Background: an optimization exercise with open tools, aiming at small area and a short achievable clock period. Do not read the settings as production practice.
No functional check of the RTL was part of any run shown here.
In runs 1 to 4 the design's own scripts or RTL, not TritonCTS, make the clock network.
No driver is modelled on the clock port, so clock power and skew are understated where the tree is cut down; a real chip needs a root buffer or a tree.
No activity file was given, so power comes from the tool's default toggle rates.

==> design.v <==
`timescale 1ns / 1ps
module bcnn_pipeline (
    input  wire       clk,
    input  wire       reset,
    input  wire       pixel_in,
    input  wire       valid_in,
    input  wire [8:0] weight_bits1,
    input  wire [8:0] weight_bits2,
    input  wire [3:0] threshold1,
    input  wire [3:0] threshold2,
    output reg        pixel_out,
    output reg        valid_out
);
    reg [4:0] cp, row;
    reg       f_ra, f_rb;
    wire      last_col = &cp;
    wire [4:0] row_nx  = (row == 5'd27) ? 5'd0 : row + 5'd1;
    always @(posedge clk) begin
        if (reset) begin
            cp   <= 5'd4;
            row  <= 5'd0;
            f_ra <= 1'b0;
            f_rb <= 1'b0;
        end else if (valid_in) begin
            cp <= last_col ? 5'd4 : cp + 5'd1;
            if (last_col) begin
                row  <= row_nx;
                f_ra <= row_nx[0] && row_nx >= 5'd3 && row_nx <= 5'd25;
                f_rb <= row_nx[1:0] == 2'b01 && row_nx >= 5'd9 && row_nx <= 5'd25;
            end
        end
    end
    wire f_lb1 = ~&cp[4:1];                   
    wire f_pl1 = ~cp[0] & (cp[4] | cp[3]);    
    wire f_c2  = cp[0] & (cp[4] | cp[3]);     
    wire f_l2  = f_c2 & f_ra;
    function [2:0] therm;
        input [2:0] q;
        therm = {&q, (q[0] & q[1]) | (q[0] & q[2]) | (q[1] & q[2]), |q};
    endfunction
    function [9:0] le_therm;
        input [3:0] th;
        integer j;
        for (j = 0; j < 10; j = j + 1)
            le_therm[j] = (th <= j);
    endfunction
    function [6:0] w_of;
        input [1:0] s;
        input [9:0] lth;
        integer k;
        for (k = 0; k < 7; k = k + 1)
            w_of[k] = ((s == 2'd0) & lth[k])     | ((s == 2'd1) & lth[k + 1]) |
                      ((s == 2'd2) & lth[k + 2]) | ((s == 2'd3) & lth[k + 3]);
    endfunction
    function [3:0] v_of;
        input [6:0] w;
        input [2:0] g;
        integer m;
        for (m = 0; m < 4; m = m + 1)
            v_of[m] = w[m] | (g[0] & w[m + 1]) | (g[1] & w[m + 2]) | (g[2] & w[m + 3]);
    endfunction
    function act;
        input [3:0] v;
        input [2:0] g;
        act = v[0] | (g[0] & v[1]) | (g[1] & v[2]) | (g[2] & v[3]);
    endfunction
    function [1:0] count3;
        input [2:0] q;
        count3 = {(q[0] & q[1]) | (q[0] & q[2]) | (q[1] & q[2]), ^q};
    endfunction
    reg  [51:0] lb1;                  
    wire        x1 = pixel_in;        
    wire        m1 = lb1[25];         
    wire        t1 = lb1[51];         
    wire [2:0] q10 = {~(t1 ^ weight_bits1[8]), ~(m1 ^ weight_bits1[5]), ~(x1 ^ weight_bits1[2])};
    wire [2:0] q11 = {~(t1 ^ weight_bits1[7]), ~(m1 ^ weight_bits1[4]), ~(x1 ^ weight_bits1[1])};
    wire [2:0] q12 = {~(t1 ^ weight_bits1[6]), ~(m1 ^ weight_bits1[3]), ~(x1 ^ weight_bits1[0])};
    reg  [1:0] s1;
    reg  [3:0] v1;
    reg        a1_r;                  
    wire [3:0] v1_nx = v_of(w_of(s1, le_therm(threshold1)), therm(q11));
    wire       a1    = act(v1, therm(q12));
    always @(posedge clk) begin
        if (valid_in) begin
            if (f_lb1)
                lb1 <= {lb1[50:0], x1};
            s1   <= count3(q10);
            v1   <= v1_nx;
            a1_r <= a1;
        end
    end
    reg        left1;                 
    reg [11:0] pl1;                   
    reg        p1_r;                  
    wire       pair1    = left1 | a1_r;
    wire       pair1_ev = f_pl1;
    wire       p1_ev    = f_pl1 & f_ra;
    always @(posedge clk) begin
        if (valid_in) begin
            left1 <= a1_r;
            if (pair1_ev)
                pl1 <= {pl1[10:0], pair1};
            if (p1_ev)
                p1_r <= pair1 | pl1[11];
        end
    end
    wire       l2_ev = f_l2;
    reg [23:0] lb2;                   
    wire       x2 = p1_r;
    wire       m2 = lb2[11];
    wire       t2 = lb2[23];
    wire [2:0] q20 = {~(t2 ^ weight_bits2[8]), ~(m2 ^ weight_bits2[5]), ~(x2 ^ weight_bits2[2])};
    wire [2:0] q21 = {~(t2 ^ weight_bits2[7]), ~(m2 ^ weight_bits2[4]), ~(x2 ^ weight_bits2[1])};
    wire [2:0] q22 = {~(t2 ^ weight_bits2[6]), ~(m2 ^ weight_bits2[3]), ~(x2 ^ weight_bits2[0])};
    reg  [1:0] s2;
    reg  [3:0] v2;
    wire [3:0] v2_nx = v_of(w_of(s2, le_therm(threshold2)), therm(q21));
    wire       a2    = act(v2, therm(q22));
    reg        left2;
    reg  [4:0] pl2;
    wire       pair2    = left2 | a2;
    wire       pair2_ev = l2_ev & cp[1] & cp[0] & (cp[4] | (cp[3] & cp[2]));
    wire       out_ev   = pair2_ev & f_rb;
    always @(posedge clk) begin
        if (l2_ev && valid_in) begin
            lb2 <= {lb2[22:0], x2};
            s2  <= count3(q20);
            v2  <= v2_nx;
        end
        if (l2_ev && valid_in)
            left2 <= a2;
        if (pair2_ev && valid_in)
            pl2 <= {pl2[3:0], pair2};
        pixel_out <= pair2 | pl2[4];
    end
    always @(posedge clk) begin
        if (reset)
            valid_out <= 1'b0;
        else
            valid_out <= valid_in && out_ev;
    end
endmodule
==> flow/run.sh <==
#!/bin/bash
# Standard ORFS layout (the standard.sh) with two changes:
#  - ports are buffered with a small buffer cell (resizing may grow it);
#  - the clock tree is built by flow/manual_cts.tcl: the clock port drives one
#    root clkbuf, which drives a few clkbufs, each feeding a balanced group of
#    flip-flops (all sinks at the same depth).
set -euo pipefail
W=$PWD
export BUFFER_PORTS_ARGS="-buffer_cell sky130_fd_sc_hd__buf_1"
export PRE_CTS_TCL=$W/flow/manual_cts.tcl
export MCTS_CLOCK_PORT=clk
export MCTS_ROOT=sky130_fd_sc_hd__clkbuf_8
export MCTS_BUF=sky130_fd_sc_hd__clkbuf_16
export MCTS_GROUPS=6
bash standard.sh > $W/standard_flow.log 2>&1
==> flow/manual_cts.tcl <==
# Replaces clock_tree_synthesis for this small design: the clock port drives a
# few clkbuf cells directly, each feeding a balanced group of the flip-flops
# (groups from a median split of the sink locations).
proc mcts_split {items axis parts} {
  # items: list of {iterm x y}; returns list of groups
  if {$parts <= 1} { return [list $items] }
  set idx [expr {$axis == "x" ? 1 : 2}]
  set sorted [lsort -real -index $idx $items]
  set n [llength $sorted]
  set h [expr {$parts / 2}]
  set cut [expr {int(round(double($n) * $h / $parts))}]
  set a [lrange $sorted 0 [expr {$cut - 1}]]
  set b [lrange $sorted $cut end]
  set next [expr {$axis == "x" ? "y" : "x"}]
  return [concat [mcts_split $a $next $h] [mcts_split $b $next [expr {$parts - $h}]]]
}

proc clock_tree_synthesis {args} {
  set db [ord::get_db]
  set block [ord::get_db_block]
  set port [$block findBTerm $::env(MCTS_CLOCK_PORT)]
  set clk_net [$port getNet]
  set master [$db findMaster $::env(MCTS_BUF)]
  set parts $::env(MCTS_GROUPS)
  # optional root buffer between the port and the leaf buffers
  set drv_net $clk_net
  if {[info exists ::env(MCTS_ROOT)] && $::env(MCTS_ROOT) ne ""} {
    set rmaster [$db findMaster $::env(MCTS_ROOT)]
    set rinst [odb::dbInst_create $block $rmaster "clkbuf_root"]
    set core [$block getCoreArea]
    $rinst setLocation [expr {([$core xMin] + [$core xMax]) / 2}] [expr {([$core yMin] + [$core yMax]) / 2}]
    $rinst setPlacementStatus PLACED
    set drv_net [odb::dbNet_create $block "clknet_root"]
    $drv_net setSigType CLOCK
  }
  set items {}
  foreach it [$clk_net getITerms] {
    set inst [$it getInst]
    set box [$inst getBBox]
    lappend items [list $it [expr {([$box xMin] + [$box xMax]) / 2.0}] [expr {([$box yMin] + [$box yMax]) / 2.0}]]
  }
  puts "manual CTS: [llength $items] sinks in $parts groups of $::env(MCTS_BUF)"
  set k 0
  foreach group [mcts_split $items x $parts] {
    set sx 0.0; set sy 0.0
    foreach g $group { set sx [expr {$sx + [lindex $g 1]}]; set sy [expr {$sy + [lindex $g 2]}] }
    set cx [expr {int($sx / [llength $group])}]
    set cy [expr {int($sy / [llength $group])}]
    set inst [odb::dbInst_create $block $master "clkbuf_leaf_$k"]
    $inst setLocation $cx $cy
    $inst setPlacementStatus PLACED
    set net [odb::dbNet_create $block "clknet_leaf_$k"]
    $net setSigType CLOCK
    [$inst findITerm A] connect $drv_net
    [$inst findITerm X] connect $net
    foreach g $group {
      set it [lindex $g 0]
      $it disconnect
      $it connect $net
    }
    puts "  group $k: [llength $group] sinks, buffer at $cx $cy"
    incr k
  }
  if {$drv_net ne $clk_net} {
    [$rinst findITerm A] connect $clk_net
    [$rinst findITerm X] connect $drv_net
    # root buffer at the centroid of the leaf buffers
    set sx 0; set sy 0
    for {set i 0} {$i < $k} {incr i} {
      set b [[$block findInst "clkbuf_leaf_$i"] getLocation]
      set sx [expr {$sx + [lindex $b 0]}]; set sy [expr {$sy + [lindex $b 1]}]
    }
    $rinst setLocation [expr {$sx / $k}] [expr {$sy / $k}]
  }
  $clk_net setSigType CLOCK
  set_propagated_clock [all_clocks]
}
==> standard.sh <==
#!/bin/bash
# synth_recipe.tcl (not shown) runs the flow's synth.tcl, then flattens the netlist and writes it again
# the make line also repeats each setting of config.mk as NAME=value (left out here)
make -C /OpenROAD-flow-scripts/flow DESIGN_CONFIG=/design/flow/config.mk WORK_HOME=/design/flow/orfs CLKGATE_MAP_FILE= SYNTH_SCRIPT=/design/flow/synth_recipe.tcl "${@:-finish}"
==> config.mk <==
export PLATFORM = sky130hd
export DESIGN_NAME = bcnn_pipeline
export DESIGN_NICKNAME = bcnn_pipeline
export VERILOG_FILES = /design/flow/design.v
export SDC_FILE = /design/flow/constraint.sdc
export NUM_CORES = 4
export LEC_CHECK = 0
export CAP_MARGIN = 20
export CORE_MARGIN = 2
export CORE_UTILIZATION = 40
export SETUP_SLACK_MARGIN = 2.5
export SLEW_MARGIN = 20
==> constraint.sdc <==
create_clock -name core_clock -period 4.0 [get_ports {clk}]
set_input_delay 0.8000 -clock core_clock [delete_from_list [all_inputs] [get_ports {clk}]]
set_output_delay 0.8000 -clock core_clock [all_outputs]
set_load 0.01 [all_outputs]
==> results_dict.tcl, run 1 <==
set metrics [dict create \
    max-cap-violations 0 \
    synthDistinctLibCells 50 \
    cts.clk_slew.worst_paths_ns 0.08 \
    rsz0062_at_grt "true" \
    grt_overflow 0 \
    path_common_cell "maj3_2" \
    reg2reg_from "lb2[23]$_DFFE_PP_" \
    fin_crit_sh 0.4512 \
    firstDrtPassIters 4 \
    path_class "reg2reg" \
    io_pins 32 \
    via_per_inst 5.213 \
    port_buffers 31 \
    path_cells "xor2_2, maj3_2, maj3_2, o311ai_1" \
    setup_tns_ns 0 \
    cts_hold_buf 0 \
    n_fill_cell 1023 \
    crit_slowest_cell "edfxtp_1" \
    drt_iter0_drc 214 \
    setup_viol_count_final 0 \
    grt_pass1_wl_um 14720 \
    rr_endpoint "v2[0]$_DFFE_PP_" \
    yosysWarningCount 1 \
    hpwl_um 4982 \
    worst_pin_slew_ns 0.4173 \
    routedWlPerCell_um 15.72 \
    holdPathEnd "lb1[38]$_DFFE_PP_" \
    core_mm2 0.01247 \
    critPathMaxStageDelay_ns 0.53 \
    gp_congestion 0.8143 \
    synth_edf_count 109 \
    p_leak_nw 2.212 \
    grtUsageTotal 0.1337 \
    clk_latency_ns 0.38 \
    synth.area.top_cells "edfxtp_1 65%, dfxtp_1 5.6%, a21oi_1 2.5%" \
    hp-class "reg2reg" \
    fmax_mhz 554.1 \
    via_count 3107 \
    area_growth_pct 29.38 \
    grt_antenna_before_repair 0 \
    slew_headroom 0.7197 \
    reg2reg_depth 4 \
    dpl-instance-area_mm2 0.005545 \
    vdd_drop_max_mv 0.2275 \
    layout.nets 463 \
    synthArstFlopShare 0 \
    arrival_ns 2.01 \
    antenna_cells 0 \
    synth-seq-cells 123 \
    die_area_mm2 0.01353 \
    synth_area_leader_cell "edfxtp_1" \
    die_w_um 116.3 \
    syn_area_mm2 0.005046 \
    synth_seq_area_share 0.7042 \
    hold_start "lb1[37]$_DFFE_PP_" \
    synth_top_area_share 0.6486 \
    rows 41 \
    synth_flop_cell "edfxtp_1" \
    drcViolationCount 0 \
    wl_um 9372 \
    period_minus_slack_ns 1.805 \
    grt_pass1_vias 2944 \
    die_y_um 116.3 \
    clock_skew_ns 0.01083 \
    slew_violations 0 \
    power_density_mw_per_mm2 353.0 \
    status "no timing/DRC/antenna violations" \
    hold_violations 0 \
    initial_utilization 0.4048 \
    worstHoldPathCells 0 \
    avgSynthCellArea_um2 14.38 \
    whs_ns 0.4211 \
    grt_max_degree 27 \
    ant_nets 0 \
    cp_max_fo 3 \
    r2r_slack_ns 2.20 \
    fin_area_mm2 0.006529 \
    drive_gt1_frac 0.3703 \
    crit_path_start_kind "register" \
    cp-end-kind "register" \
    cp_data_required_time_ns 4.20 \
    syn_inst 351 \
]
## worst max path at each step
stage | startpoint | to | slack (ns) | cells after the start
floorplan | weight_bits1[4] | v1[0]$_DFFE_PP_ | 1.98 | 4
global placement | threshold2[0] | v2[3]$_DFFE_PP_ | 1.67 | 5
detailed placement | threshold2[0] | v2[3]$_DFFE_PP_ | 1.65 | 5
CTS | lb2[23]$_DFFE_PP_ | v2[0]$_DFFE_PP_ | 2.18 | 4
global route | p1_r$_DFFE_PP_ | pixel_out$_DFF_P_ | 2.11 | 6
finish | lb2[23]$_DFFE_PP_ | v2[0]$_DFFE_PP_ | 2.20 | 4
## logic make-up (layout without fill, tap and decap cells)
kind of cell | count (synthesis) | count (layout) | share of synthesized area
AND/OR/NAND/NOR | 89 | 94 | 0.1029
AO/OA/AOI/OAI | 76 | 76 | 0.09670
buffers and inverters | 25 | 93 | 0.01934
flip-flops | 123 | 123 | 0.7042
adder cells (fa/ha/maj) | 16 | 16 | 0.03819
XOR/XNOR | 20 | 20 | 0.03471
multiplexers | 2 | 2 | 0.003967
## per-stage QoR
step | total power, mW | utilization | cells | worst slack [ns]
3_3_place_gp | 1.623 | 0.4448 | 541 | 1.671
2_1_floorplan | 1.584 | - | 351 | 1.976
5_1_grt | 2.396 | 0.5237 | 596 | 2.115
3_5_place_dp | 1.625 | 0.4448 | 541 | 1.650
4_1_cts | 2.308 | 0.5036 | 584 | 2.180
6_report | 2.305 | 0.5237 | 596 | 2.195
## worst max-delay path: cells and delay by family (launching register included)
family | cells | cell delay, ns
AO/OA/AOI/OAI | 1 | 0.21
XOR/XNOR | 1 | 0.22
adder cells (fa/ha/maj) | 2 | 0.67
flip-flops | 1 | 0.53
## state kept, by name, summed over array words and instances (netlist names)
| register | flops |
|---|---|
| s2 | 2 |
| p1_r | 1 |
| left1 | 1 |
| lb2 | 24 |
| lb1 | 52 |
| a1_r | 1 |
| row | 5 |
| f_ra | 1 |
| v1 | 4 |
| pixel_out | 1 |
| s1 | 2 |
| pl2 | 5 |
| left2 | 1 |
| pl1 | 12 |
| f_rb | 1 |
| valid_out | 1 |
| cp | 5 |
| v2 | 4 |
## per-layer routing
| metal | wire length (um) | global-route usage | vias to the layer above |
|---|---|---|---|
| met5 | 0 | 0 | - |
| met4 | 197 | 0.02222 | 0 |
| met3 | 418 | 0.01297 | 16 |
| met2 | 4607 | 0.2337 | 95 |
| met1 | 4149 | 0.1858 | 1523 |
| li1 | - | - | 1473 |
## synth_stat cells, drive strengths merged, types with 3 or more instances
cell,n
a21oi,25
xor2,13
nand2b,7
or2,5
or3,5
and3,5
a31oi,6
and2,4
xnor2,7
a22oi,4
nor2,8
inv,11
o31ai,5
nand3,6
nor2b,14
ha,5
dfxtp,14
and3b,3
edfxtp,109
a211oi,3
nand2,16
buf,3
o211ai,4
o21ai,12
clkbuf,11
nor3,6
maj3,9
## report_power, final
part	switching [mW]	total (mW)	internal [mW]	leakage [nW]
clock network	0.351	0.641	0.290	0.0811
registers	0.0161	1.45	1.43	1.11
logic	0.109	0.215	0.107	1.02
## area by class of cell
| cell class | count | area, um^2 | share of cell area |
|---|---|---|---|
| Multi-Input combinational cell | 208 | 1924 | 0.2947 |
| Timing Repair Buffer | 75 | 603.1 | 0.09237 |
| Inverter | 11 | 46.29 | 0.007091 |
| Tap cell | 172 | 215.2 | 0.03296 |
| Buffer | 7 | 163.9 | 0.02511 |
| Sequential cell | 123 | 3576 | 0.5477 |
## placed cells by master (no fill, tap or decap), drive strengths merged, types with 6 or more instances in the layout
cell    Yosys  layout
o21ai      12      12
a21oi      25      25
nor3        6       6
dfxtp      14      14
buf         3      71
a31oi       6       6
clkbuf     11      10
nand2b      7       7
nand2      16      16
and3        5       8
xor2       13      13
xnor2       7       7
and2        4       6
inv        11      11
nand3       6       6
edfxtp    109     109
nor2b      14      14
maj3        9       9
nor2        8       8
## timing repair
| action | in CTS | in global routing |
|---|---|---|
| gates cloned | 5 | 1 |
| pin swaps | 27 | 30 |
| gates resized for setup | 74 | 39 |
| setup endpoints to repair | 124 | 76 |
| setup buffers | 31 | 11 |
==> inputs of run 2 (changes only) <==
--- a/config.mk
+++ b/config.mk
@@ -9,4 +9,4 @@
 export CORE_MARGIN = 2
 export CORE_UTILIZATION = 40
-export SETUP_SLACK_MARGIN = 2.5
+export SETUP_SLACK_MARGIN = 2.0
 export SLEW_MARGIN = 20
==> results_dict.tcl, run 2 <==
set metrics [dict create \
    status "no timing/DRC/antenna violations" \
    cp-end-kind "register" \
    setup_tns_ns 0 \
    drcViolationCount 0 \
    internal_power_mw 1.780 \
    multi_input_area_mm2 0.001421 \
    cts.clk_slew.worst_paths_ns 0.08 \
    hold_violations 0 \
    setup_viol_count_final 0 \
    synth_compound_area_frac 0.09670 \
    synth_area_leader_cell "edfxtp_1" \
    crit_path_start_kind "register" \
    swShare 0.1993 \
    die_w_um 116.3 \
    grt_pass1_vias 2496 \
    avgSynthCellArea_um2 14.38 \
    period_minus_slack_ns 1.968 \
    reg2reg_depth 4 \
    gp_congestion 0.8696 \
    arrival_ns 2.12 \
    switching_power_mw 0.4431 \
    vdd_drop_max_mv 0.2656 \
    clock_skew_ns 0.006476 \
    die_area_mm2 0.01353 \
    synth-seq-cells 123 \
    fin_crit_sh 0.4919 \
    yosys.area_share.simple 0.1029 \
    firstDrtPassIters 4 \
    core_mm2 0.01247 \
    port_buffers 31 \
    dpl-instance-area_mm2 0.005340 \
    worstHoldPathCells 0 \
    synth.area.top_cells "edfxtp_1 65%, dfxtp_1 5.6%, a21oi_1 2.5%" \
    slew_violations 0 \
    rows 41 \
    seqCellArea_mm2 0.003553 \
    synth_mux_area_frac 0.003967 \
    top_regs "lb1 x52, lb2 x24, pl1 x12" \
    syn_inst 351 \
    routedWlPerCell_um 13.58 \
    yosysWarningCount 1 \
    power_density_mw_per_mm2 398.8 \
    synthDistinctLibCells 50 \
    synthArstFlopShare 0 \
    drt_iter0_drc 186 \
    layout.nets 421 \
    worst_pin_slew_ns 0.6656 \
    synth_fa_ha_area_frac 0.03818 \
    io_pins 32 \
    fmax_mhz 508.2 \
    largest_register_ff_count 52 \
    synth_top_area_share 0.6486 \
    grtUsageTotal 0.1055 \
    comb_power_share 0.060 \
    via_count 2806 \
    path_class "reg2reg" \
    regMostFlops "lb1" \
    final_common_cell "edfxtp_1" \
    area_growth_pct 10.44 \
    wl_um 7521 \
    grt_pass1_wl_um 11900 \
    ant_nets 0 \
    antenna_cells 0 \
    synth-xor-area-share 0.03471 \
    pwr-share-seq 0.653 \
    synth_seq_area_share 0.7042 \
    drive_gt1_frac 0.09162 \
    synth_most_common_cell "edfxtp_1" \
    whs_ns 0.4187 \
    grt_max_degree 53 \
    initial_utilization 0.4048 \
    final_cell_mix "109 x edfxtp_1, 29 x buf_1, 25 x a21oi_1, 16 x nand2_1, 14 x dfxtp_1" \
    cp_data_required_time_ns 4.15 \
    slew_headroom 0.5563 \
    rsz0062_at_grt "true" \
    fin_area_mm2 0.005573 \
    synth_top_family_by_area "simple AND/OR/NAND/NOR gates" \
    synth_edf_count 109 \
    n_fill_cell 1131 \
    max-cap-violations 0 \
    via_per_inst 5.065 \
    hpwl_um 4644 \
    syn_area_mm2 0.005046 \
    clockPowerShare 0.287 \
    hp-class "reg2reg" \
    synth_flop_cell "edfxtp_1" \
    cp_max_fo 6 \
    die_y_um 116.3 \
    p_leak_nw 1.798 \
    clk_latency_ns 0.37 \
    cts_hold_buf 0 \
    grt_antenna_before_repair 0 \
    grt_overflow 0 \
    netlist_top_cells_count "109 x edfxtp_1, 25 x a21oi_1, 16 x nand2_1" \
]
run 2: power groups by stage:
stage,Sequential (mW),Combinational (mW),Clock [mW]
floorplan,1.47,0.0969,0
global placement,1.48,0.128,0
detailed placement,1.48,0.131,0
CTS,1.45,0.132,0.671
global route,1.46,0.150,0.706
finish,1.45,0.133,0.638
run 2: logic make-up (layout without fill, tap and decap cells):
group / Yosys count / count (layout)
compound gates: 76 / 76
xor+xnor: 20 / 20
fa+ha+maj: 16 / 16
buf+inv: 25 / 56
flops: 123 / 123
mux: 2 / 2
simple gates: 89 / 89
run 2: layout make-up:
cell class	count	area share
flip-flops and latches	123	0.6376
well taps	172	0.03862
multi-input cells	203	0.2551
inverters	11	0.007409
plain buffers	7	0.02941
repair buffers	38	0.03188
run 2: through the flow:
step | setup slack [ns] | std cells | power [mW] | utilization
finish | 2.032 | 554 | 2.223 | 0.4471
global route | 1.974 | 554 | 2.313 | 0.4471
CTS | 2.009 | 548 | 2.255 | 0.4418
detailed placement | 1.384 | 541 | 1.611 | 0.4284
global placement | 1.446 | 541 | 1.609 | 0.4284
floorplan | 1.862 | 351 | 1.570 | -
run 2: per-layer routing:
layer	up-vias	GRT usage	part of all wire
li1	1379	-	-
met1	1356	0.1633	0.50
met2	60	0.1647	0.44
met3	11	0.01038	0.038
met4	0	0.01905	0.020
met5	-	0	0
run 2: final timing paths:
path	start	to	slack (ns)
setup / recovery	p1_r$_DFFE_PP_	v2[0]$_DFFE_PP_	2.03
hold / removal	pl1[5]$_DFFE_PP_	pl1[6]$_DFFE_PP_	0.42
setup reg to reg	p1_r$_DFFE_PP_	v2[0]$_DFFE_PP_	2.03
hold reg to reg	pl1[5]$_DFFE_PP_	pl1[6]$_DFFE_PP_	0.42
run 2: worst max-delay path: stages, from the launching register on:
cell      delay, ns
edfxtp_1       0.50
xor2_1         0.23
maj3_2         0.37
maj3_2         0.31
o311ai_1       0.35
run 2: timing repair:
action                     4_1_cts  5_1_grt
buffers inserted                 0        6
setup endpoints to repair       34        6
pin swaps                        0        1
gates cloned                     0        0
resized for setup                2        6
==> inputs of run 3 (changes only) <==
--- a/config.mk
+++ b/config.mk
@@ -9,4 +9,4 @@
 export CORE_MARGIN = 2
 export CORE_UTILIZATION = 40
-export SETUP_SLACK_MARGIN = 2.0
+export SETUP_SLACK_MARGIN = 1.7
 export SLEW_MARGIN = 20
==> results_dict.tcl, run 3 <==
set metrics [dict create \
    status "no timing/DRC/antenna violations" \
    top_regs "lb1 x52, lb2 x24, pl1 x12" \
    cp_data_required_time_ns 4.16 \
    routedWlPerCell_um 13.68 \
    seqCellArea_mm2 0.003553 \
    crit_family "adder cells" \
    grtUsageTotal 0.1101 \
    final_common_cell "edfxtp_1" \
    worst_pin_slew_ns 0.6762 \
    fin_crit_sh 0.5295 \
    initial_utilization 0.4048 \
    critPathMaxStageDelay_ns 0.45 \
    crit_slowest_cell "maj3_1" \
    via_per_inst 5.049 \
    grt_antenna_before_repair 0 \
    gp_congestion 0.8248 \
    path_common_cell "maj3_1" \
    antenna_cells 0 \
    fmax_mhz 472.2 \
    dp.cells 541 \
    regMostFlops "lb1" \
    max-cap-violations 0 \
    setup_tns_ns 0 \
    drive_gt1_frac 0.05053 \
    synth_seq_area_share 0.7042 \
    path_class "in2reg" \
    syn_inst 351 \
    post-cts-setup-buffer-count 0 \
    hpwl_um 4729 \
    wl_met2_um 3292 \
    clk_latency_ns 0.37 \
    power_density_mw_per_mm2 402.0 \
    port_buffers 31 \
    syn_area_mm2 0.005046 \
    layout_setup_ws_ns 1.882 \
    cts.clk_slew.worst_paths_ns 0.08 \
    slew_headroom 0.5492 \
    n_fill_cell 1135 \
    die_area_mm2 0.01353 \
    arrival_ns 2.28 \
    avgSynthCellArea_um2 14.38 \
    die_y_um 116.3 \
    synth_flop_cell "edfxtp_1" \
    io_pins 32 \
    dpl-instance-area_mm2 0.005334 \
    die_w_um 116.3 \
    synth_top_area_share 0.6486 \
    synth_edf_count 109 \
    path_buf_inv 1 \
    rows 41 \
    final_cell_mix "109 x edfxtp_1, 31 x buf_1, 25 x a21oi_1, 16 x nand2_1, 14 x dfxtp_1" \
    synth_most_common_cell "edfxtp_1" \
    multi_input_area_mm2 0.001401 \
    grt_overflow 0 \
    hp-class "reg2reg" \
    synthDistinctLibCells 50 \
    grt_max_degree 53 \
    clock_skew_ns 0.007225 \
    setup_viol_count_final 0 \
    firstDrtPassIters 5 \
    grt_pass1_wl_um 12350 \
    synth.area.top_cells "edfxtp_1 65%, dfxtp_1 5.6%, a21oi_1 2.5%" \
    area_growth_pct 8.976 \
    crit_path_start_kind "input pin" \
    post_cts_resized 0 \
    vdd_drop_max_mv 0.3373 \
    layout.nets 415 \
    largest_register_ff_count 52 \
    yosysWarningCount 1 \
    synth-seq-cells 123 \
    hold_violations 0 \
    cp_max_fo 6 \
    rsz0062_at_grt "false" \
    period_minus_slack_ns 2.118 \
    final_util 0.4411 \
    synthArstFlopShare 0 \
    routed.top_layer "met4" \
    met1_length_um 3722 \
    grt_pass1_vias 2570 \
    fin_area_mm2 0.005499 \
    slew_violations 0 \
    path_cells "buf_1, xor2_1, maj3_1, maj3_1, o311ai_1" \
    drt_iter0_drc 142 \
    post-place-ws_ns 1.364 \
    cp-end-kind "register" \
    via_count 2767 \
    ant_nets 0 \
    core_mm2 0.01247 \
    cts_hold_buf 0 \
    netlist_top_cells_count "109 x edfxtp_1, 25 x a21oi_1, 16 x nand2_1" \
    wl_um 7494 \
    drcViolationCount 0 \
    synth_area_leader_cell "edfxtp_1" \
    final_cell_count_no_fill 548 \
    p_leak_nw 1.755 \
    met3WireLength_um 360 \
]
-- run 3: changes by cell type in the layout (fill, tap and decap cells not counted), sizes merged --
| cell | delta |
|---|---|
| clkbuf | -2 |
| buf | -4 |
-- run 3: routing by layer --
layer | vias up | GRT usage
li1 | 1368 | -
met1 | 1330 | 0.1663
met2 | 60 | 0.1756
met3 | 9 | 0.01297
met4 | 0 | 0.01905
met5 | - | 0
-- run 3: final timing paths --
check                     from                 to  slack, ns  depth (start not counted)
max                   pixel_in    v1[0]$_DFFE_PP_       1.88                          5
min reg2reg   pl2[4]$_DFFE_PP_  pixel_out$_DFF_P_       0.42                          1
min           pl2[4]$_DFFE_PP_  pixel_out$_DFF_P_       0.42                          1
max reg2reg  lb1[51]$_DFFE_PP_    v1[0]$_DFFE_PP_       1.98                          4
-- run 3: kinds of logic after synthesis --
logic type | share of synthesized area
buf+inv | 0.01934
mux | 0.003967
fa+ha+maj | 0.03819
compound gates | 0.09670
simple gates | 0.1029
xor+xnor | 0.03471
flops | 0.7042
-- run 3: power by group --
| group | internal [mW] | total (mW) | leakage [nW] | switching [mW] |
|---|---|---|---|---|
| combinational | 0.0520 | 0.131 | 0.569 | 0.0790 |
| clock | 0.289 | 0.629 | 0.0811 | 0.339 |
| sequential | 1.43 | 1.45 | 1.11 | 0.0160 |
-- run 3: stage by stage --
stage | hold WS, ns | total power, mW
after floorplan | 0.4003 | 1.568
after global placement | 0.4019 | 1.608
after detailed placement | 0.4045 | 1.610
after CTS | 0.4232 | 2.246
after global routing | 0.4313 | 2.307
final | 0.4236 | 2.210
-- run 3: final cells by class --
class                   count  area share
flip-flops and latches    123      0.6462
multi-input cells         203      0.2548
well taps                 172     0.03914
plain buffers               7     0.02981
repair buffers             32     0.02253
inverters                  11    0.007509
==> inputs of run 4 (changes only) <==
--- a/design.v
+++ b/design.v
@@ -12,26 +12,21 @@
     output reg        valid_out
 );
-    reg [4:0] cp, row;
-    reg       f_ra, f_rb;
+    reg [4:0] cp, rp;
     wire      last_col = &cp;
-    wire [4:0] row_nx  = (row == 5'd27) ? 5'd0 : row + 5'd1;
     always @(posedge clk) begin
         if (reset) begin
-            cp   <= 5'd4;
-            row  <= 5'd0;
-            f_ra <= 1'b0;
-            f_rb <= 1'b0;
+            cp <= 5'd4;
+            rp <= 5'd5;
         end else if (valid_in) begin
             cp <= last_col ? 5'd4 : cp + 5'd1;
-            if (last_col) begin
-                row  <= row_nx;
-                f_ra <= row_nx[0] && row_nx >= 5'd3 && row_nx <= 5'd25;
-                f_rb <= row_nx[1:0] == 2'b01 && row_nx >= 5'd9 && row_nx <= 5'd25;
-            end
+            if (last_col)
+                rp <= (rp == 5'd0) ? 5'd5 : rp + 5'd1;
         end
     end
-    wire f_lb1 = ~&cp[4:1];                   
-    wire f_pl1 = ~cp[0] & (cp[4] | cp[3]);    
-    wire f_c2  = cp[0] & (cp[4] | cp[3]);     
+    wire f_lb1 = ~&cp[4:1];                           
+    wire f_pl1 = ~cp[0] & (cp[4] | cp[3]);            
+    wire f_c2  = cp[0] & (cp[4] | cp[3]);             
+    wire f_ra  = ~rp[0] & (rp[4] | rp[3]);            
+    wire f_rb  = rp[1] & ~rp[0] & (rp[4] | (rp[3] & rp[2]));  
     wire f_l2  = f_c2 & f_ra;
     function [2:0] therm;
@@ -45,23 +40,15 @@
             le_therm[j] = (th <= j);
     endfunction
-    function [6:0] w_of;
-        input [1:0] s;
-        input [9:0] lth;
-        integer k;
-        for (k = 0; k < 7; k = k + 1)
-            w_of[k] = ((s == 2'd0) & lth[k])     | ((s == 2'd1) & lth[k + 1]) |
-                      ((s == 2'd2) & lth[k + 2]) | ((s == 2'd3) & lth[k + 3]);
-    endfunction
-    function [3:0] v_of;
-        input [6:0] w;
+    function [2:0] add_n;
+        input [1:0] u;
         input [2:0] g;
-        integer m;
-        for (m = 0; m < 4; m = m + 1)
-            v_of[m] = w[m] | (g[0] & w[m + 1]) | (g[1] & w[m + 2]) | (g[2] & w[m + 3]);
+        add_n = g[2] ? {1'b0, u} + 3'd3 : g[1] ? {1'b0, u} + 3'd2 :
+                g[0] ? {1'b0, u} + 3'd1 : {1'b0, u};
     endfunction
     function act;
-        input [3:0] v;
+        input [2:0] u;
+        input [9:0] lth;
         input [2:0] g;
-        act = v[0] | (g[0] & v[1]) | (g[1] & v[2]) | (g[2] & v[3]);
+        act = lth[u] | (g[0] & lth[u + 1]) | (g[1] & lth[u + 2]) | (g[2] & lth[u + 3]);
     endfunction
     function [1:0] count3;
@@ -77,8 +64,8 @@
     wire [2:0] q12 = {~(t1 ^ weight_bits1[6]), ~(m1 ^ weight_bits1[3]), ~(x1 ^ weight_bits1[0])};
     reg  [1:0] s1;
-    reg  [3:0] v1;
+    reg  [2:0] v1;                    
     reg        a1_r;                  
-    wire [3:0] v1_nx = v_of(w_of(s1, le_therm(threshold1)), therm(q11));
-    wire       a1    = act(v1, therm(q12));
+    wire [2:0] v1_nx = add_n(s1, therm(q11));
+    wire       a1    = act(v1, le_therm(threshold1), therm(q12));
     always @(posedge clk) begin
         if (valid_in) begin
@@ -114,7 +101,7 @@
     wire [2:0] q22 = {~(t2 ^ weight_bits2[6]), ~(m2 ^ weight_bits2[3]), ~(x2 ^ weight_bits2[0])};
     reg  [1:0] s2;
-    reg  [3:0] v2;
-    wire [3:0] v2_nx = v_of(w_of(s2, le_therm(threshold2)), therm(q21));
-    wire       a2    = act(v2, therm(q22));
+    reg  [2:0] v2;
+    wire [2:0] v2_nx = add_n(s2, therm(q21));
+    wire       a2    = act(v2, le_therm(threshold2), therm(q22));
     reg        left2;
     reg  [4:0] pl2;
--- a/flow/run.sh
+++ b/flow/run.sh
@@ -10,6 +10,7 @@
 export PRE_CTS_TCL=$W/flow/manual_cts.tcl
 export MCTS_CLOCK_PORT=clk
-export MCTS_ROOT=sky130_fd_sc_hd__clkbuf_8
+export MCTS_ROOT=sky130_fd_sc_hd__clkbuf_4
 export MCTS_BUF=sky130_fd_sc_hd__clkbuf_16
-export MCTS_GROUPS=6
+export MCTS_GROUPS=5
+export REMOVE_ABC_BUFFERS=1
 bash standard.sh > $W/standard_flow.log 2>&1
--- a/config.mk
+++ b/config.mk
@@ -9,4 +9,4 @@
 export CORE_MARGIN = 2
 export CORE_UTILIZATION = 40
-export SETUP_SLACK_MARGIN = 1.7
+export SETUP_SLACK_MARGIN = 2.2
 export SLEW_MARGIN = 20
==> results_dict.tcl, run 4 <==
set metrics [dict create \
    synthDistinctLibCells 48 \
    drive_gt1_frac 0.1578 \
    synth_seq_area_share 0.7010 \
    top_regs "lb1 x52, lb2 x24, pl1 x12" \
    synth_mux_area_frac 0.006096 \
    hold_violations 0 \
    cp_max_fo 5 \
    rsz0062_at_grt "true" \
    arrival_ns 2.09 \
    path_common_cell "maj3_2" \
    critPathMaxStageDelay_ns 0.50 \
    avgSynthCellArea_um2 14.36 \
    grtUsageTotal 0.1133 \
    routedWlPerCell_um 14.43 \
    path_buf_inv 0 \
    path_class "reg2reg" \
    largest_register_ff_count 52 \
    initial_utilization 0.4101 \
    port_buffers 31 \
    area_growth_pct 15.67 \
    synth_most_common_cell "edfxtp_1" \
    io_pins 32 \
    final_cell_mix "107 x edfxtp_1, 27 x buf_1, 25 x nor2_1, 19 x inv_1, 16 x buf_4" \
    power_density_mw_per_mm2 385.8 \
    hold_start "lb2[6]$_DFFE_PP_" \
    synth-xor-area-share 0.06045 \
    crit_slowest_cell "edfxtp_1" \
    via_per_inst 5.237 \
    max-cap-violations 0 \
    grt_overflow 0 \
    fin_crit_sh 0.4766 \
    synth_area_leader_cell "edfxtp_1" \
    syn_area_mm2 0.004926 \
    syn_inst 343 \
    slew_headroom 0.6253 \
    holdPathEnd "lb2[7]$_DFFE_PP_" \
    rows 40 \
    reg2reg_from "lb1[25]$_DFFE_PP_" \
    cp_data_required_time_ns 4.19 \
    p_leak_nw 1.975 \
    period_minus_slack_ns 1.906 \
    die_w_um 115.0 \
    core_mm2 0.01201 \
    slew_violations 0 \
    cp-end-kind "register" \
    die_area_mm2 0.01322 \
    grt_pass1_wl_um 12540 \
    vdd_drop_max_mv 0.2889 \
    synth.area.top_cells "edfxtp_1 65%, dfxtp_1 4.9%, xnor2_1 3.0%" \
    firstDrtPassIters 4 \
    synth-seq-cells 119 \
    grt_antenna_before_repair 0 \
    crit_family "adder cells" \
    synth_edf_count 107 \
    synth_fa_ha_area_frac 0.04166 \
    drt_iter0_drc 192 \
    yosys.area_share.simple 0.08026 \
    layout.nets 436 \
    netlist_top_cells_count "107 x edfxtp_1, 28 x nor2_1, 19 x inv_1" \
    hpwl_um 4910 \
    whs_ns 0.4242 \
    final_common_cell "edfxtp_1" \
    clk_latency_ns 0.44 \
    synth_flop_cell "edfxtp_1" \
    rr_endpoint "a1_r$_DFFE_PP_" \
    regMostFlops "lb1" \
    wl_um 7806 \
    reg2reg_depth 5 \
    synth_top_family_by_area "compound AO/OA/AOI/OAI gates" \
    setup_viol_count_final 0 \
    gp_congestion 0.9248 \
    synthArstFlopShare 0 \
    worst_pin_slew_ns 0.5615 \
    drcViolationCount 0 \
    cts.clk_slew.worst_paths_ns 0.09 \
    die_y_um 115.0 \
    grt_max_degree 53 \
    synth_top_area_share 0.6523 \
    status "no timing/DRC/antenna violations" \
    yosysWarningCount 1 \
    ant_nets 0 \
    worstHoldPathCells 0 \
    fmax_mhz 524.6 \
    via_count 2833 \
    clock_skew_ns 0.01093 \
    total_power_mw 2.198 \
    synth_compound_area_frac 0.09144 \
    grt_pass1_vias 2639 \
    r2r_slack_ns 2.09 \
    path_cells "xnor2_2, maj3_2, maj3_2, a22oi_2, a32oi_1" \
    crit_path_start_kind "register" \
    hp-class "reg2reg" \
]
-- run 4: stage by stage --
| stage | TNS (ns) | cells | util | worst slack, ns | cell area [um^2] |
|---|---|---|---|---|---|
| after floorplan | -1.446 | 337 | - | -0.02781 | 4903 |
| after global placement | 0 | 518 | 0.4369 | 1.450 | 5248 |
| after detailed placement | 0 | 518 | 0.4369 | 1.376 | 5248 |
| after CTS | 0 | 530 | 0.4588 | 2.131 | 5510 |
| after global routing | 0 | 540 | 0.4742 | 2.017 | 5695 |
| final | 0 | 541 | 0.4744 | 2.094 | 5698 |
-- run 4: cell families after synthesis --
family	count (synthesis)
adders and majority gates	16
and+or+nand+nor	80
DFF	119
xor gates and xnor gates	34
buffers and inverters	25
muxes	3
AOI/OAI and AO/OA	66
-- run 4: how the worst max path moves through the flow --
stage	from	to	slack, ns	cells after the start
after floorplan	valid_in	lb1[0]$_DFFE_PP_	-0.03	2
final	lb1[25]$_DFFE_PP_	a1_r$_DFFE_PP_	2.09	5
after detailed placement	valid_in	lb1[37]$_DFFE_PP_	1.38	5
after CTS	lb1[25]$_DFFE_PP_	a1_r$_DFFE_PP_	2.13	5
after global placement	valid_in	lb1[34]$_DFFE_PP_	1.45	5
after global routing	lb1[25]$_DFFE_PP_	a1_r$_DFFE_PP_	2.02	5
-- run 4: per-layer routing --
layer | vias to the layer above | wire length (um) | GRT usage
met4 | 0 | 122 | 0.01928
met3 | 10 | 277 | 0.008962
li1 | 1393 | - | -
met2 | 61 | 3678 | 0.1894
met5 | - | 0 | 0
met1 | 1369 | 3727 | 0.1662
-- run 4: cell type report --
type	count	area [um^2]
Fill cell	1053	6314
Sequential cell	119	3456
Multi-Input combinational cell	199	1564
Timing Repair Buffer	50	287.8
Tap cell	147	183.9
Buffer	6	132.6
Inverter	19	71.32
Antenna cell	1	2.502
-- run 4: timing repair --
action | CTS | global route
endpoints found under the hold margin | 0 | 0
pin swaps | 7 | 10
setup endpoints to repair | 112 | 95
buffers inserted | 6 | 10
resized for setup | 18 | 24
hold buffers | 0 | 0
-- run 4: report_power, final --
| part | leakage [nW] | internal [mW] | switching (mW) | total [mW] |
|---|---|---|---|---|
| combinational | 0.803 | 0.0942 | 0.119 | 0.214 |
| sequential | 1.11 | 1.40 | 0.0278 | 1.43 |
| clock | 0.0662 | 0.234 | 0.320 | 0.554 |
| total | 1.97 | 1.73 | 0.468 | 2.20 |
==> inputs of run 5 (changes only) <==
==> design.v (replaced) <==
`timescale 1ns / 1ps
module bcnn_pipeline (
    input  wire       clk,
    input  wire       reset,
    input  wire       pixel_in,
    input  wire       valid_in,
    input  wire [8:0] weight_bits1,
    input  wire [8:0] weight_bits2,
    input  wire [3:0] threshold1,
    input  wire [3:0] threshold2,
    output reg        pixel_out,
    output reg        valid_out
);
    reg [4:0] col, row;
    always @(posedge clk) begin
        if (reset) begin
            col <= 5'd0;
            row <= 5'd0;
        end else if (valid_in) begin
            if (col == 5'd27) begin
                col <= 5'd0;
                row <= (row == 5'd27) ? 5'd0 : row + 5'd1;
            end else begin
                col <= col + 5'd1;
            end
        end
    end
    function [1:0] colsum;
        input a, b, c, wa, wb, wc;
        colsum = {1'b0, ~(a ^ wa)} + {1'b0, ~(b ^ wb)} + {1'b0, ~(c ^ wc)};
    endfunction
    function [2:0] clamp_e;
        input [3:0] th;
        input [1:0] s;
        reg   [3:0] v;
        begin
            v = th - {2'b0, s};
            clamp_e = (th < {2'b0, s}) ? 3'd0 : (v > 4'd7) ? 3'd7 : v[2:0];
        end
    endfunction
    function [2:0] clamp_d;
        input [2:0] e;
        input [1:0] s;
        reg   [2:0] v;
        begin
            v = e - {1'b0, s};
            clamp_d = (e < {1'b0, s}) ? 3'd0 : (v > 3'd4) ? 3'd4 : v;
        end
    endfunction
    reg  [51:0] lb1;                  
    wire        x1 = pixel_in;        
    wire        m1 = lb1[25];         
    wire        t1 = lb1[51];         
    wire [1:0] cs10 = colsum(t1, m1, x1, weight_bits1[8], weight_bits1[5], weight_bits1[2]);
    wire [1:0] cs11 = colsum(t1, m1, x1, weight_bits1[7], weight_bits1[4], weight_bits1[1]);
    wire [1:0] cs12 = colsum(t1, m1, x1, weight_bits1[6], weight_bits1[3], weight_bits1[0]);
    reg  [2:0] e1, d1;
    reg        a1_r;                  
    wire       a1 = ({1'b0, cs12} >= d1);
    always @(posedge clk) begin
        if (valid_in) begin
            if (col <= 5'd25)
                lb1 <= {lb1[50:0], x1};
            e1   <= clamp_e(threshold1, cs10);
            d1   <= clamp_d(e1, cs11);
            a1_r <= a1;
        end
    end
    reg        left1;                 
    reg [11:0] pl1;                   
    reg        p1_r;                  
    wire       pair1    = left1 | a1_r;
    wire       pair1_ev = ~col[0] && col >= 5'd4 && col <= 5'd26;
    wire       p1_ev    = pair1_ev && row[0] && row >= 5'd3 && row <= 5'd25;
    always @(posedge clk) begin
        if (valid_in) begin
            if (col[0])
                left1 <= a1_r;
            if (pair1_ev)
                pl1 <= {pl1[10:0], pair1};
            if (p1_ev)
                p1_r <= pair1 | pl1[11];
        end
    end
    wire       l2_ev = row[0] && row >= 5'd3 && row <= 5'd25 && col[0] && col >= 5'd5;
    reg [23:0] lb2;                   
    wire       x2 = p1_r;
    wire       m2 = lb2[11];
    wire       t2 = lb2[23];
    wire [1:0] cs20 = colsum(t2, m2, x2, weight_bits2[8], weight_bits2[5], weight_bits2[2]);
    wire [1:0] cs21 = colsum(t2, m2, x2, weight_bits2[7], weight_bits2[4], weight_bits2[1]);
    wire [1:0] cs22 = colsum(t2, m2, x2, weight_bits2[6], weight_bits2[3], weight_bits2[0]);
    reg  [2:0] e2, d2;
    wire       a2 = ({1'b0, cs22} >= d2);
    reg        left2;
    reg  [4:0] pl2;
    wire       pair2    = left2 | a2;
    wire       left2_ev = l2_ev && col[1:0] == 2'b01;
    wire       pair2_ev = l2_ev && col[1:0] == 2'b11 && col >= 5'd11;
    wire       out_ev   = pair2_ev && row[1:0] == 2'b01 && row >= 5'd9;
    always @(posedge clk) begin
        if (l2_ev && valid_in) begin
            lb2 <= {lb2[22:0], x2};
            e2  <= clamp_e(threshold2, cs20);
            d2  <= clamp_d(e2, cs21);
        end
        if (left2_ev && valid_in)
            left2 <= a2;
        if (pair2_ev && valid_in)
            pl2 <= {pl2[3:0], pair2};
        pixel_out <= pair2 | pl2[4];
    end
    always @(posedge clk) begin
        if (reset)
            valid_out <= 1'b0;
        else
            valid_out <= valid_in && out_ev;
    end
endmodule
==> run.sh (new file) <==
#!/bin/bash
# synth_recipe.tcl (not shown) runs the flow's synth.tcl, then flattens the netlist and writes it again
# the make line also repeats each setting of config.mk as NAME=value (left out here)
make -C /OpenROAD-flow-scripts/flow DESIGN_CONFIG=/design/flow/config.mk WORK_HOME=/design/flow/orfs CLKGATE_MAP_FILE= SYNTH_SCRIPT=/design/flow/synth_recipe.tcl finish
--- a/config.mk
+++ b/config.mk
@@ -9,4 +9,3 @@
 export CORE_MARGIN = 2
 export CORE_UTILIZATION = 40
-export SETUP_SLACK_MARGIN = 2.2
 export SLEW_MARGIN = 20
removed: flow/run.sh
removed: flow/manual_cts.tcl
removed: standard.sh
==> results_dict.tcl, run 5 <==
set metrics [dict create \
    status "no timing/DRC/antenna violations" \
    holdPathEnd "lb2[16]$_DFFE_PP_" \
    comb_power_share 0.059 \
    grt_use_met3 0.05823 \
    fmax_mhz 355.8 \
    cts_buffers 17 \
    synthDistinctLibCells 39 \
    rr_endpoint "e2[0]$_SDFFCE_PN0P_" \
    synth.area.top_cells "edfxtp_1 68%, dfxtp_1 5.0%, ha_1 4.4%" \
    hp-class "reg2reg" \
    die_y_um 114.1 \
    grt_max_degree 53 \
    htreeDepth 4 \
    synth_area_leader_cell "edfxtp_1" \
    gp_congestion 0.7690 \
    largest_register_ff_count 52 \
    area_growth_pct 24.62 \
    cts_hold_buf 0 \
    internal_power_mw 2.690 \
    synth_top_area_share 0.6751 \
    wl_um 7067 \
    met2_usage 0.1698 \
    routedWlPerCell_um 13.86 \
    met1_usage 0.1586 \
    clock_skew_ns 0.01196 \
    hold_violations 0 \
    path_class "in2reg" \
    via_per_inst 4.825 \
    rows 40 \
    slew_violations 0 \
    port_buffers 31 \
    post_cts_resized 0 \
    r2r_slack_ns 1.55 \
    yosysWarningCount 1 \
    grt_pass1_wl_um 11740 \
    regMostFlops "lb1" \
    layout.nets 407 \
    initial_utilization 0.4070 \
    fin_crit_sh 0.7026 \
    die_area_mm2 0.01302 \
    power_density_mw_per_mm2 552.3 \
    top_regs "lb1 x52, lb2 x24, pl1 x12" \
    n_fill_cell 1010 \
    arrival_ns 3.06 \
    final_cell_mix "109 x edfxtp_1, 31 x clkdlybuf4s50_1, 28 x inv_1, 17 x ha_1, 17 x clkbuf_16" \
    core_mm2 0.01191 \
    path_buf_inv 2 \
    setup_viol_count_final 0 \
    slew_headroom 0.3522 \
    grt_antenna_before_repair 0 \
    path_cells "clkdlybuf4s50_1, xor2_1, fa_1, inv_1, ha_1, fa_1, nor2b_1, nor2b_1, a31oi_1" \
    cts_sinks 121 \
    setup_tns_ns 0 \
    final_util 0.5072 \
    dp.cells 478 \
    clockBufferDepth 2 \
    cp_max_fo 4 \
    switching_power_mw 0.6468 \
    firstDrtPassIters 5 \
    pwr-share-seq 0.435 \
    grt_pass1_vias 2473 \
    avgSynthCellArea_um2 16.22 \
    reg2reg_depth 8 \
    layout_setup_ws_ns 1.190 \
    synth_seq_area_share 0.7246 \
    worstHoldPathCells 0 \
    grt_overflow 0 \
    swShare 0.1938 \
    die_w_um 114.1 \
    cts_root_buf "clkbuf_16" \
    max-cap-violations 0 \
    final_cell_count_no_fill 510 \
    p_leak_nw 2.175 \
    drive_gt1_frac 0.1129 \
    clockPowerShare 0.506 \
    reg2reg_from "p1_r$_DFFE_PP_" \
    busiest_layer "met2" \
    via_count 2461 \
    post-cts-setup-buffer-count 0 \
    worst_pin_slew_ns 0.9628 \
    cp_data_required_time_ns 4.25 \
    synth-seq-cells 121 \
    whs_ns 0.4149 \
    clk_latency_ns 0.42 \
    synth_flop_cell "edfxtp_1" \
    hold_start "lb2[15]$_DFFE_PP_" \
    rsz0062_at_grt "false" \
    cts.clk_slew.worst_paths_ns 0.06 \
    synth_most_common_cell "edfxtp_1" \
    crit_path_start_kind "input pin" \
    synth_edf_count 109 \
    critPathMaxStageDelay_ns 0.51 \
    syn_area_mm2 0.004848 \
    drcViolationCount 0 \
    period_minus_slack_ns 2.810 \
    grtUsageTotal 0.1213 \
    cp-end-kind "register" \
    synthArstFlopShare 0 \
    hpwl_um 4296 \
    post-place-ws_ns 0.7748 \
    final_common_cell "edfxtp_1" \
    syn_inst 299 \
    ant_nets 0 \
    io_pins 32 \
    drt_iter0_drc 120 \
    antenna_cells 0 \
    crit_family "adder cells" \
    vdd_drop_max_mv 0.4031 \
    netlist_top_cells_count "109 x edfxtp_1, 28 x inv_1, 17 x ha_1" \
    crit_slowest_cell "fa_1" \
    cts_tree "done" \
]
==> run 5: cell families (layout without fill, tap and decap cells) <==
| logic type | after synthesis | in the layout | share of synthesized area |
|---|---|---|---|
| flip-flops | 121 | 121 | 0.7246 |
| AND/OR/NAND/NOR | 61 | 61 | 0.07536 |
| AO/OA/AOI/OAI | 36 | 36 | 0.04826 |
| buffers and inverters | 31 | 95 | 0.02426 |
| adder cells (fa/ha/maj) | 27 | 27 | 0.08516 |
| XOR/XNOR | 20 | 20 | 0.03613 |
| multiplexers | 3 | 3 | 0.006194 |
==> run 5: layout make-up <==
type / instances / area [um^2] / area share
Tap cell: 147 / 183.9 / 0.03044
Multi-Input combinational cell: 147 / 1244 / 0.2058
Sequential cell: 121 / 3513 / 0.5815
Clock buffer: 18 / 429.2 / 0.07103
Inverter: 28 / 105.1 / 0.01739
Timing Repair Buffer: 35 / 340.3 / 0.05633
Clock inverter: 14 / 226.5 / 0.03748
==> run 5: routing by layer <==
metal	vias to the layer above	part of all wire
met5	-	0
met4	0	0.021
met3	17	0.055
met2	56	0.43
met1	1184	0.49
li1	1204	-
==> run 5: worst max path at each step <==
stage,startpoint,end,slack (ns),cells after the start
floorplan,valid_in,d2[0]$_SDFFCE_PP0P_,0.66,3
global placement,pixel_in,e1[1]$_SDFFCE_PN0P_,0.81,9
detailed placement,pixel_in,e1[0]$_SDFFCE_PN0P_,0.77,9
CTS,pixel_in,e1[0]$_SDFFCE_PN0P_,1.21,9
global route,pixel_in,e1[0]$_SDFFCE_PN0P_,1.11,9
finish,pixel_in,e1[0]$_SDFFCE_PN0P_,1.19,9
==> run 5: through the flow <==
stage               cell area (um^2)  power [mW]
floorplan                       4858       1.601
global placement                5386       1.669
detailed placement              5386       1.678
CTS                             6042       3.389
global route                    6042       3.467
finish                          6042       3.337
==> run 5: power by group through the flow <==
stage,registers [mW],clock network (mW),logic (mW)
after floorplan,1.47,0,0.131
after global placement,1.48,0,0.192
after detailed placement,1.48,0,0.201
after CTS,1.45,1.73,0.202
after global routing,1.46,1.78,0.226
final,1.45,1.69,0.197
==> inputs of run 6 (changes only) <==
--- a/config.mk
+++ b/config.mk
@@ -9,3 +9,4 @@
 export CORE_MARGIN = 2
 export CORE_UTILIZATION = 40
+export SETUP_SLACK_MARGIN = 2.3
 export SLEW_MARGIN = 20
==> results_dict.tcl, run 6 <==
set metrics [dict create \
    layout.nets 437 \
    post-place-ws_ns 0.7478 \
    core_mm2 0.01191 \
    status "no timing/DRC/antenna violations" \
    crit_family "adder cells" \
    worst_pin_slew_ns 0.4651 \
    path_buf_inv 2 \
    grt_pass1_wl_um 12810 \
    slew_violations 0 \
    drt_iter0_drc 103 \
    cts_root_buf "clkbuf_16" \
    dp.cells 478 \
    synth-seq-cells 121 \
    critPathMaxStageDelay_ns 0.54 \
    reg2reg_depth 8 \
    area_growth_pct 36.83 \
    arrival_ns 2.65 \
    io_pins 32 \
    gp_congestion 0.7134 \
    path_class "in2reg" \
    yosysWarningCount 1 \
    fin_crit_sh 0.6010 \
    synth.area.top_cells "edfxtp_1 68%, dfxtp_1 5.0%, ha_1 4.4%" \
    vdd_drop_max_mv 0.3395 \
    period_minus_slack_ns 2.404 \
    synthDistinctLibCells 39 \
    rsz0062_at_grt "true" \
    synth_most_common_cell "edfxtp_1" \
    port_buffers 31 \
    grtUsageTotal 0.1318 \
    initial_utilization 0.4070 \
    crit_slowest_cell "fa_2" \
    largest_register_ff_count 52 \
    antenna_cells 0 \
    htreeDepth 4 \
    cts_sinks 121 \
    cp_max_fo 2 \
    syn_inst 299 \
    via_per_inst 4.853 \
    synth_flop_cell "edfxtp_1" \
    setup_viol_count_final 0 \
    cp_num_cells 9 \
    crit_path_start_kind "input pin" \
    synth_area_leader_cell "edfxtp_1" \
    rows 40 \
    regMostFlops "lb1" \
    setup_tns_ns 0 \
    top_regs "lb1 x52, lb2 x24, pl1 x12" \
    cts.clk_slew.worst_paths_ns 0.05 \
    cp-end-kind "register" \
    grt_max_degree 53 \
    die_area_mm2 0.01302 \
    drcViolationCount 0 \
    final_cell_count_no_fill 539 \
    synth_edf_count 109 \
    cp_data_required_time_ns 4.25 \
    synth_seq_area_share 0.7246 \
    die_y_um 114.1 \
    grt_pass1_vias 2696 \
    synth_top_area_share 0.6751 \
    wl_um 7949 \
    ant_nets 0 \
    p_leak_nw 2.444 \
    avgSynthCellArea_um2 16.22 \
    worstHoldPathCells 0 \
    via_count 2616 \
    hold_violations 0 \
    slew_headroom 0.6890 \
    cts_hold_buf 0 \
    syn_area_mm2 0.004848 \
    n_fill_cell 952 \
    hpwl_um 4385 \
    grt_overflow 0 \
    layout_setup_ws_ns 1.596 \
    whs_ns 0.4111 \
    firstDrtPassIters 4 \
    final_cell_mix "109 x edfxtp_1, 22 x buf_4, 20 x inv_1, 19 x clkbuf_16" \
    total_power_mw 3.186 \
    die_w_um 114.1 \
    cts_tree "done" \
    hp-class "reg2reg" \
    final_common_cell "edfxtp_1" \
    path_cells "clkdlybuf4s15_1, xor2_1, fa_2, inv_2, ha_4, fa_2, nor2b_4, nor2b_4, a31oi_1" \
    cts_buffers 17 \
    power_density_mw_per_mm2 480.2 \
    routedWlPerCell_um 14.75 \
    netlist_top_cells_count "109 x edfxtp_1, 28 x inv_1, 17 x ha_1" \
    synthArstFlopShare 0 \
    clockBufferDepth 2 \
    clk_latency_ns 0.41 \
    fmax_mhz 416.0 \
    clock_skew_ns 0.006342 \
    grt_antenna_before_repair 0 \
    drive_gt1_frac 0.3750 \
    max-cap-violations 0 \
]
[run 6: cell counts after synthesis]
Identical to the previous run, type by type.
[run 6: power by group]
part           leakage [nW]  switching [mW]  internal [mW]  total [mW]
clock                 0.278           0.501          0.963        1.46
sequential             1.13          0.0213           1.43        1.45
combinational          1.04           0.128          0.141       0.270
[run 6: area by class of cell]
class	instances	area (um^2)	share of cell area
well taps	147	183.9	0.02773
multi-input cells	147	1627	0.2452
flip-flops and latches	121	3528	0.5319
repair buffers	65	615.6	0.09280
clock inverters	11	130.1	0.01962
inverters	28	112.6	0.01697
clock buffers	20	436.7	0.06582
[run 6: cell families after synthesis]
| family | Yosys count | synth area share |
|---|---|---|
| compound gates | 36 | 0.04826 |
| xor+xnor | 20 | 0.03613 |
| fa+ha+maj | 27 | 0.08516 |
| buf+inv | 31 | 0.02426 |
| flops | 121 | 0.7246 |
| mux | 3 | 0.006194 |
| simple gates | 61 | 0.07536 |
[run 6: final timing paths]
check | startpoint | slack, ns | endpoint
max | weight_bits2[8] | 1.60 | e2[0]$_SDFFCE_PN0P_
min | pl1[3]$_DFFE_PP_ | 0.41 | pl1[4]$_DFFE_PP_
max reg2reg | lb2[11]$_DFFE_PP_ | 1.61 | e2[0]$_SDFFCE_PN0P_
min reg2reg | pl1[3]$_DFFE_PP_ | 0.41 | pl1[4]$_DFFE_PP_
[run 6: timing repair]
item,CTS,global route
resized for setup,113,25
endpoints found under the setup margin,137,62
setup buffers,19,8
gates cloned,2,1
pin swaps,31,20
[run 6: routing by layer]
| layer | track usage | share of wire | wire length [um] | up-vias |
|---|---|---|---|---|
| met3 | 0.05400 | 0.042 | 334 | 16 |
| met4 | 0.05366 | 0.019 | 154 | 0 |
| li1 | - | - | - | 1260 |
| met5 | 0 | 0 | 0 | - |
| met2 | 0.2012 | 0.49 | 3879 | 46 |
| met1 | 0.1682 | 0.45 | 3581 | 1294 |
[run 6: stage by stage]
step           utilization  cell area [um^2]
6_report            0.5569              6634
5_1_grt             0.5569              6634
4_1_cts             0.5430              6467
3_5_place_dp        0.4651              5540
3_3_place_gp        0.4651              5540
2_1_floorplan            -              5044
==> inputs of run 7 (changes only) <==
--- a/config.mk
+++ b/config.mk
@@ -9,4 +9,6 @@
 export CORE_MARGIN = 2
 export CORE_UTILIZATION = 40
-export SETUP_SLACK_MARGIN = 2.3
+export CTS_BUF_LIST = sky130_fd_sc_hd__clkbuf_4 sky130_fd_sc_hd__clkbuf_8
+export CTS_CLUSTER_DIAMETER = 100
+export CTS_CLUSTER_SIZE = 40
 export SLEW_MARGIN = 20
==> results_dict.tcl, run 7 <==
set metrics [dict create \
    total_power_mw 2.915 \
    arrival_ns 3.06 \
    die_area_mm2 0.01302 \
    cts_buffers 17 \
    die_w_um 114.1 \
    post-place-ws_ns 0.7748 \
    period_minus_slack_ns 2.805 \
    final_cell_count_no_fill 510 \
    top_regs "lb1 x52, lb2 x24, pl1 x12" \
    slew_headroom 0.4189 \
    final_cell_mix "109 x edfxtp_1, 31 x clkdlybuf4s50_1, 28 x inv_1, 17 x ha_1, 17 x clkbuf_8" \
    synth_top_area_share 0.6751 \
    gp_congestion 0.7690 \
    grt_max_degree 53 \
    rsz0062_at_grt "false" \
    cts_tree "done" \
    clockBufferDepth 2 \
    syn_area_mm2 0.004848 \
    cp-end-kind "register" \
    synth_seq_area_share 0.7246 \
    fin_crit_sh 0.7012 \
    via_count 2427 \
    grt_overflow 0 \
    final_util 0.4915 \
    max-cap-violations 0 \
    dpl-instance-area_mm2 0.005386 \
    routedWlPerCell_um 13.55 \
    ant_nets 0 \
    synth_area_leader_cell "edfxtp_1" \
    power_density_mw_per_mm2 497.9 \
    hpwl_um 4296 \
    port_buffers 31 \
    vdd_drop_max_mv 0.4180 \
    io_pins 32 \
    grt_antenna_before_repair 0 \
    area_growth_pct 20.75 \
    via_per_inst 4.759 \
    layout.nets 407 \
    path_class "in2reg" \
    post_cts_resized 0 \
    regMostFlops "lb1" \
    avgSynthCellArea_um2 16.22 \
    grtUsageTotal 0.1158 \
    final_common_cell "edfxtp_1" \
    hold_violations 0 \
    dp.cells 478 \
    synth_flop_cell "edfxtp_1" \
    antenna_cells 0 \
    rows 40 \
    synth.area.top_cells "edfxtp_1 68%, dfxtp_1 5.0%, ha_1 4.4%" \
    clk_latency_ns 0.41 \
    cts.clk_slew.worst_paths_ns 0.07 \
    synth_edf_count 109 \
    grt_pass1_vias 2426 \
    htreeDepth 4 \
    cp_data_required_time_ns 4.26 \
    die_y_um 114.1 \
    syn_inst 299 \
    yosysWarningCount 1 \
    grt_pass1_wl_um 11450 \
    setup_tns_ns 0 \
    core_mm2 0.01191 \
    hp-class "reg2reg" \
    layout_setup_ws_ns 1.195 \
    fin_area_mm2 0.005854 \
    status "no timing/DRC/antenna violations" \
    p_leak_nw 2.092 \
    initial_utilization 0.4070 \
    slew_violations 0 \
    wl_um 6911 \
    whs_ns 0.4190 \
    cp_max_fo 4 \
    cts_hold_buf 0 \
    synthDistinctLibCells 39 \
    synth-seq-cells 121 \
    firstDrtPassIters 4 \
    drcViolationCount 0 \
    drive_gt1_frac 0.1157 \
    largest_register_ff_count 52 \
    synth_most_common_cell "edfxtp_1" \
    cts_sinks 121 \
    netlist_top_cells_count "109 x edfxtp_1, 28 x inv_1, 17 x ha_1" \
    crit_path_start_kind "input pin" \
    drt_iter0_drc 114 \
    r2r_slack_ns 1.53 \
    worst_pin_slew_ns 0.8637 \
    setup_viol_count_final 0 \
    post-cts-setup-buffer-count 0 \
    fmax_mhz 356.5 \
    clock_skew_ns 0.006025 \
    n_fill_cell 1039 \
    cts_root_buf "clkbuf_8" \
    synthArstFlopShare 0 \
]
[run 7: changes by cell type in the layout (fill, tap and decap cells not counted), sizes merged]
cell / previous run / this run
buf: 44 / 4
clkdlybuf4s50: 9 / 31
dlygate4sd2: 6 / 0
clkbuf: 23 / 18
bufinv: 3 / 6
clkdlybuf4s15: 3 / 0
clkinv: 7 / 5
clkinvlp: 1 / 2
inv: 28 / 29
[run 7: cells by family after synthesis]
group / synth area share
AND/OR/NAND/NOR: 0.07536
XOR/XNOR: 0.03613
AO/OA/AOI/OAI: 0.04826
multiplexers: 0.006194
buffers and inverters: 0.02426
flip-flops: 0.7246
adder cells (fa/ha/maj): 0.08516
[run 7: worst paths after layout]
check,end,cells after the start,from
min reg2reg,pl1[3]$_DFFE_PP_,0,pl1[2]$_DFFE_PP_
max reg2reg,e2[0]$_SDFFCE_PN0P_,8,p1_r$_DFFE_PP_
max,e1[0]$_SDFFCE_PN0P_,9,pixel_in
min,pl1[3]$_DFFE_PP_,0,pl1[2]$_DFFE_PP_
[run 7: power breakdown]
part / internal, mW / switching, mW / total [mW]
combinational: 0.0977 / 0.0990 / 0.197
clock: 0.806 / 0.462 / 1.27
sequential: 1.43 / 0.0204 / 1.45
total: 2.33 / 0.582 / 2.92
[run 7: routing by layer]
| layer | vias to the layer above | track usage | part of all wire |
|---|---|---|---|
| li1 | 1203 | - | - |
| met1 | 1172 | 0.1582 | 0.51 |
| met2 | 50 | 0.1631 | 0.43 |
| met3 | 2 | 0.05029 | 0.050 |
| met4 | 0 | 0.04634 | 0.0045 |
| met5 | - | 0 | 0 |
[run 7: worst max-delay path, stage by stage]
cell and delay (ns):
clkdlybuf4s50_1 0.48, xor2_1 0.19, fa_1 0.51, inv_1 0.04, ha_1 0.21, fa_1 0.41, nor2b_1 0.15, nor2b_1 0.14
a31oi_1 0.13
[run 7: cell type report]
cell class	count	area, um^2	area share
tap	147	183.9	0.03142
timing repair buffer	35	340.3	0.05813
multi-input combinational	147	1244	0.2124
clock buffer	18	241.5	0.04125
sequential	121	3513	0.6001
inverter	28	105.1	0.01795
clock inverter	14	226.5	0.03868

[separate check: timing with driven ports]
In the flow no input, the clock included, has a driving cell. The finished layouts below were timed again as built, in two steps. Step 1 sets driving cells, clkbuf_16 on the clock port and buf_2 on the other inputs (assumed; they add their load-dependent delay and slew). Step 2 moves the port delays by t, midway between the first and last clock arrival at a register: inputs arrive t later, outputs are due t later. That takes back most of the time a late clock gives input paths. a / b / c = ideal / step 1 / step 2; a / b = the first two.
run | shift t [ns] | slack for setup (ns) | worst data-port slew with drivers (ns) | pins driven straight from the clock port
run 1 | 0.410 | 2.195 / 2.195 / 1.793 | 0.05 | 1
run 2 | 0.398 | 2.032 / 2.032 / 1.666 | 0.04 | 1
run 3 | 0.402 | 1.882 / 1.892 / 1.490 | 0.04 | 1
run 4 | 0.460 | 2.094 / 2.094 / 1.665 | 0.04 | 1
run 5 | 0.444 | 1.190 / 1.204 / 0.760 | 0.04 | 1
run 6 | 0.440 | 1.596 / 1.606 / 1.168 | 0.06 | 1
run 7 | 0.439 | 1.195 / 1.205 / 0.766 | 0.04 | 1
After both steps every run listed still meets setup and hold. For run 5, which loses most, drivers alone change the setup slack by +0.014 ns; drivers and shift together by -0.430 ns.
